This is an optimization exercise on Yosys and OpenROAD, whose aim is a short achievable clock period, not a production implementation.
Only simulation tests tie the RTL to the original design; equivalence was not proved.
The clock port is modelled as an ideal driver; clocking choices that lean on that would not hold on a real chip.

==> inputs of run R <==
// Basic_ALU
module Basic_ALU (
    clock,
    reset,
    enable,
    aluin1,
    aluin2,
    aluoperation,
    aluopselect,
    aluout
);
    input               clock, reset, enable;
    input      [31:0]   aluin1, aluin2;
    input      [2:0]    aluoperation, aluopselect;
    output reg [32:0]   aluout;
    wire [31:0] a = aluin1;
    wire [31:0] b = aluin2;
    wire is_add = (aluoperation == 3'd1);
    wire is_sub = (aluoperation == 3'd2);
    wire is_not = (aluoperation == 3'd3);
    wire is_and = (aluoperation == 3'd4);
    wire is_or  = (aluoperation == 3'd5);
    wire is_xor = (aluoperation == 3'd6);
    wire is_op  = is_add | is_sub | is_not | is_and | is_or | is_xor;
    wire [31:0] a_g0 = a & b;
    wire [31:0] a_t0 = a | b;
    wire [31:0] s_graw = a & ~b;
    wire [31:0] s_t0 = a | ~b;
    wire [31:0] s_g0 = {s_graw[31:1], s_t0[0]};
    wire [31:0] a_g1, a_t1;
    assign a_g1[0] = a_g0[0];
    assign a_t1[0] = a_t0[0];
    assign a_g1[1] = a_g0[1] | (a_t0[1] & a_g0[0]);
    assign a_t1[1] = a_t0[1] & a_t0[0];
    assign a_g1[2] = a_g0[2] | (a_t0[2] & a_g0[1]);
    assign a_t1[2] = a_t0[2] & a_t0[1];
    assign a_g1[3] = a_g0[3] | (a_t0[3] & a_g0[2]);
    assign a_t1[3] = a_t0[3] & a_t0[2];
    assign a_g1[4] = a_g0[4] | (a_t0[4] & a_g0[3]);
    assign a_t1[4] = a_t0[4] & a_t0[3];
    assign a_g1[5] = a_g0[5] | (a_t0[5] & a_g0[4]);
  ...
==> flow/config.mk <==
export PLATFORM = sky130hd
export DESIGN_NAME = Basic_ALU
export DESIGN_NICKNAME = Basic_ALU
export VERILOG_FILES = /design/flow/design.v
export SDC_FILE = /design/flow/constraint.sdc
export NUM_CORES = 4
export LEC_CHECK = 0
export CAP_MARGIN = 20
export CORE_MARGIN = 2
export CORE_UTILIZATION = 20
export SETUP_SLACK_MARGIN = 3.6
export SLEW_MARGIN = 20
==> flow/constraint.sdc <==
create_clock -name core_clock -period 6.0 [get_ports {clock}]
set_input_delay 1.2000 -clock core_clock [delete_from_list [all_inputs] [get_ports {clock}]]
set_output_delay 1.2000 -clock core_clock [all_outputs]
set_load 0.01 [all_outputs]
standard.sh (not shown) runs the stock make flow with config.mk's settings and CLKGATE_MAP_FILE= SYNTH_SCRIPT=/design/flow/synth_recipe.tcl, a recipe that flattens the netlist after the stock synthesis.
==> flow/flow/run.sh <==
#!/bin/bash
# Own layout flow: the standard ORFS flow (standard.sh) with a different synthesis step.
#  - flow/gate_synth.tcl present: the design is the hand-mapped gate netlist flow/alu_gates.v
#    (generated by gen/gen_gates.py; same function and register names as rtl/Basic_ALU.v).
set -euo pipefail
here=$(pwd)
args=()
if [ -f flow/gate_synth.tcl ]; then
  export MY_GATES=$here/flow/alu_gates.v
  args+=(SYNTH_SCRIPT=$here/flow/gate_synth.tcl)
elif [ -f flow/my_synth.tcl ]; then
  export MY_ABC_SCRIPT=$here/flow/abc.script
  if [ -f flow/keep.txt ]; then export MY_ABC_KEEP="$(cat flow/keep.txt)"; fi
  args+=(SYNTH_SCRIPT=$here/flow/my_synth.tcl ADDER_MAP_FILE=)
fi
if [ -f flow/post_cts.tcl ]; then args+=(POST_CTS_TCL=$here/flow/post_cts.tcl); fi
bash standard.sh "${args[@]}" finish > $here/flow_make.log 2>&1 || { tail -50 $here/flow_make.log; exit 1; }
tail -5 $here/flow_make.log
test -f out/final.def
==> flow/flow/abc.script <==
strash
dch -f
map -p
topo
buffer -p -c
upsize -c
dnsize -c
stime -c
==> flow/flow/keep.txt <==
inv buf nand2 nand3 nor2 nor3 a21oi o21ai a22oi o22ai xor2 xnor2 mux2i
==> flow/flow/my_synth.tcl <==
# The standard flow's synthesis script (synth_recipe.tcl) with one change: Yosys's abc call uses
# the ABC script named by MY_ABC_SCRIPT, and, when MY_ABC_KEEP lists cell families,
# ABC maps only onto those families (the other combinational cells are dont_use for
# ABC only; the rest of the flow may still use them).
proc synth {args} { yosys synth -nofsm -noshare {*}$args }
proc abc {args} {
  if {[info exists ::env(MY_ABC_SCRIPT)] && $::env(MY_ABC_SCRIPT) ne ""} {
    set i [lsearch -exact $args -script]
    if {$i >= 0} { set args [lreplace $args $i [expr {$i+1}] -script $::env(MY_ABC_SCRIPT)] }
  }
  if {[info exists ::env(MY_ABC_KEEP)] && $::env(MY_ABC_KEEP) ne ""} {
    set keep $::env(MY_ABC_KEEP)
    set f [open [lindex $::env(LIB_FILES) 0] r]
    set text [read $f]
    close $f
    foreach {m name base} [regexp -all -inline {cell\s*\(\s*"?(sky130_fd_sc_hd__([a-z0-9_]+?)_[0-9]+)"?\s*\)} $text] {
      if {[lsearch -exact $keep $base] < 0} { lappend args -dont_use $name }
    }
  }
  puts "MY_ABC: $args"
  yosys abc {*}$args
}
source $::env(SCRIPTS_DIR)/synth.tcl
# left out here: clear keep_hierarchy, flatten, clean up, hide names made inside functions, write 1_2_yosys.v
==> run P (differences from run R) <==
==> flow/flow/run.sh (replaced) <==
#!/bin/bash
# Own layout flow: the standard ORFS flow (standard.sh) with a different synthesis step.
#  - flow/gate_synth.tcl present: the design is a hand-mapped gate netlist that
#    flow/gen_gates.py writes to alu_gates.v (same function and register names as rtl/Basic_ALU.v).
set -euo pipefail
here=$(pwd)
args=()
if [ -f flow/gate_synth.tcl ]; then
  python3 flow/gen_gates.py > $here/alu_gates.v
  export MY_GATES=$here/alu_gates.v
  args+=(SYNTH_SCRIPT=$here/flow/gate_synth.tcl)
elif [ -f flow/my_synth.tcl ]; then
  export MY_ABC_SCRIPT=$here/flow/abc.script
  if [ -f flow/keep.txt ]; then export MY_ABC_KEEP="$(cat flow/keep.txt)"; fi
  args+=(SYNTH_SCRIPT=$here/flow/my_synth.tcl ADDER_MAP_FILE=)
fi
if [ -f flow/post_cts.tcl ]; then args+=(POST_CTS_TCL=$here/flow/post_cts.tcl); fi
if [ -f flow/post_grt.tcl ]; then args+=(POST_GLOBAL_ROUTE_TCL=$here/flow/post_grt.tcl); fi
bash standard.sh "${args[@]}" finish > $here/flow_make.log 2>&1 || { tail -50 $here/flow_make.log; exit 1; }
tail -5 $here/flow_make.log
test -f out/final.def
==> flow/flow/post_cts.tcl (new file) <==
# Extra setup repair after CTS (sourced by ORFS's cts.tcl as POST_CTS_TCL):
# a longer repair_timing run, then a greedy sizer that tries every drive strength
# of each cell on the worst path and keeps the one that gives the best worst slack.
log_cmd estimate_parasitics -placement
puts "post_cts: WS before [worst_slack -max]"
set margin [expr {[info exists ::env(SETUP_SLACK_MARGIN)] ? $::env(SETUP_SLACK_MARGIN) : 0}]
log_cmd repair_timing -setup -setup_margin $margin -repair_tns 100 -max_passes 1000 -sequence "sizeup,swap"
puts "post_cts: WS after repair_timing [worst_slack -max]"
estimate_parasitics -placement
puts "post_cts: WS after repair re-estimated [worst_slack -max]"

proc size_family {cell} {
  set name [get_name $cell]
  if {![regexp {^(sky130_fd_sc_hd__[a-z0-9_]+?)_([0-9]+)$} $name -> base sz]} { return {} }
  set res {}
  foreach c [get_lib_cells ${base}_*] {
    set n [get_name $c]
    if {![regexp "^${base}_\[0-9\]+\$" $n]} continue
    set bad 0
    foreach pat $::env(DONT_USE_CELLS) { if {[string match $pat $n]} { set bad 1 } }
    if {!$bad} { lappend res $n }
  }
  return $res
}
proc path_insts {} {
  set pe [lindex [find_timing_paths -path_delay max -group_path_count 1] 0]
  set insts {}
  foreach pin [[$pe path] pins] {
    set pn [get_full_name $pin]
    set k [string last "/" $pn]
    if {$k < 0} continue
    set iname [string range $pn 0 [expr {$k-1}]]
    if {[lsearch -exact $insts $iname] < 0} { lappend insts $iname }
  }
  return $insts
}
set stall 0
for {set it 0} {$it < 80 && $stall < 3} {incr it} {
  set ws_start [worst_slack -max]
  foreach iname [path_insts] {
    set inst [get_cells $iname]
    set cur [get_name [get_lib_cells -of_objects $inst]]
    if {[string match "*__df*" $cur] || [string match "*clkbuf*" $cur]} continue
    set best $cur; set bestws [worst_slack -max]
    foreach c [size_family [get_lib_cells -of_objects $inst]] {
      if {$c eq $cur} continue
      replace_cell $inst $c
      estimate_parasitics -placement
      set ws [worst_slack -max]
      if {$ws > $bestws + 1e-5} { set best $c; set bestws $ws }
    }
    replace_cell $inst $best
    estimate_parasitics -placement
  }
  set ws_end [worst_slack -max]
  if {$ws_end > $ws_start + 1e-4} { set stall 0 } else { incr stall }
}
puts "post_cts: WS after sizer [worst_slack -max]"
estimate_parasitics -placement
puts "post_cts: WS after sizer re-estimated [worst_slack -max]"
set result [catch { detailed_placement } msg]
if { $result != 0 } { error "post_cts: detailed placement failed: $msg" }
check_placement -verbose
log_cmd estimate_parasitics -placement
puts "post_cts: WS after legalization [worst_slack -max]"
==> flow/flow/post_grt.tcl (new file) <==
# Extra setup repair after global routing (sourced by ORFS's global_route.tcl as
# POST_GLOBAL_ROUTE_TCL): a longer repair_timing run on global-route parasitics,
# then legalization, incremental re-route of the changed nets and new route guides.
log_cmd estimate_parasitics -global_routing
puts "post_grt: WS before [worst_slack -max]"
set margin [expr {[info exists ::env(SETUP_SLACK_MARGIN)] ? $::env(SETUP_SLACK_MARGIN) : 0}]
log_cmd global_route -start_incremental
log_cmd repair_timing -setup -setup_margin $margin -repair_tns 100 -max_passes 1000 -sequence "sizeup,swap"
log_cmd detailed_placement
log_cmd global_route -end_incremental
log_cmd estimate_parasitics -global_routing
puts "post_grt: WS after [worst_slack -max]"
check_placement -verbose
write_guides $::env(RESULTS_DIR)/route.guide
--- a/flow/config.mk
+++ b/flow/config.mk
@@ -8,5 +8,5 @@
 export CAP_MARGIN = 20
 export CORE_MARGIN = 2
 export CORE_UTILIZATION = 20
-export SETUP_SLACK_MARGIN = 3.6
+export SETUP_SLACK_MARGIN = 5
 export SLEW_MARGIN = 20
==> results.txt <==
Run R went through all stages and came out clean. Run P ran to the end with no violations. Cell count: run R is smaller than run P (3.5%). Against run P, the wire length of run R is smaller by 9.3%. Utilization: run P is higher than run R (7.2 points). Of run R and run P, run P has the higher via count (gap 3.8%, measured against run P).

[what the ideal ports hide]
No port has a modelled driver above. Below, the same layouts with a new extraction and two added sets of constraints. Step 1 (the two cells are an assumption about what drives the block):
set clk [get_ports {clock}]
set_driving_cell -lib_cell sky130_fd_sc_hd__clkbuf_16 $clk
set_driving_cell -lib_cell sky130_fd_sc_hd__buf_2 [delete_from_list [all_inputs] $clk]
Step 2 also shifts input and output timing later by t, the mid clock arrival at the registers, as if the neighbouring blocks saw the same clock. a / b / c = ideal ports / drivers / drivers and shift; a / b = the first two.
run	shift t [ns]	setup slack, ns	worst setup path at the end
run R	0.354	3.479 / 3.471 / 3.116	input to register
run P	0.369	3.539 / 3.468 / 3.099	input to register
After both steps every run listed still meets setup and hold. The setup slack of run P, which loses most, moves by -0.071 ns with the drivers and by -0.440 ns with both steps.
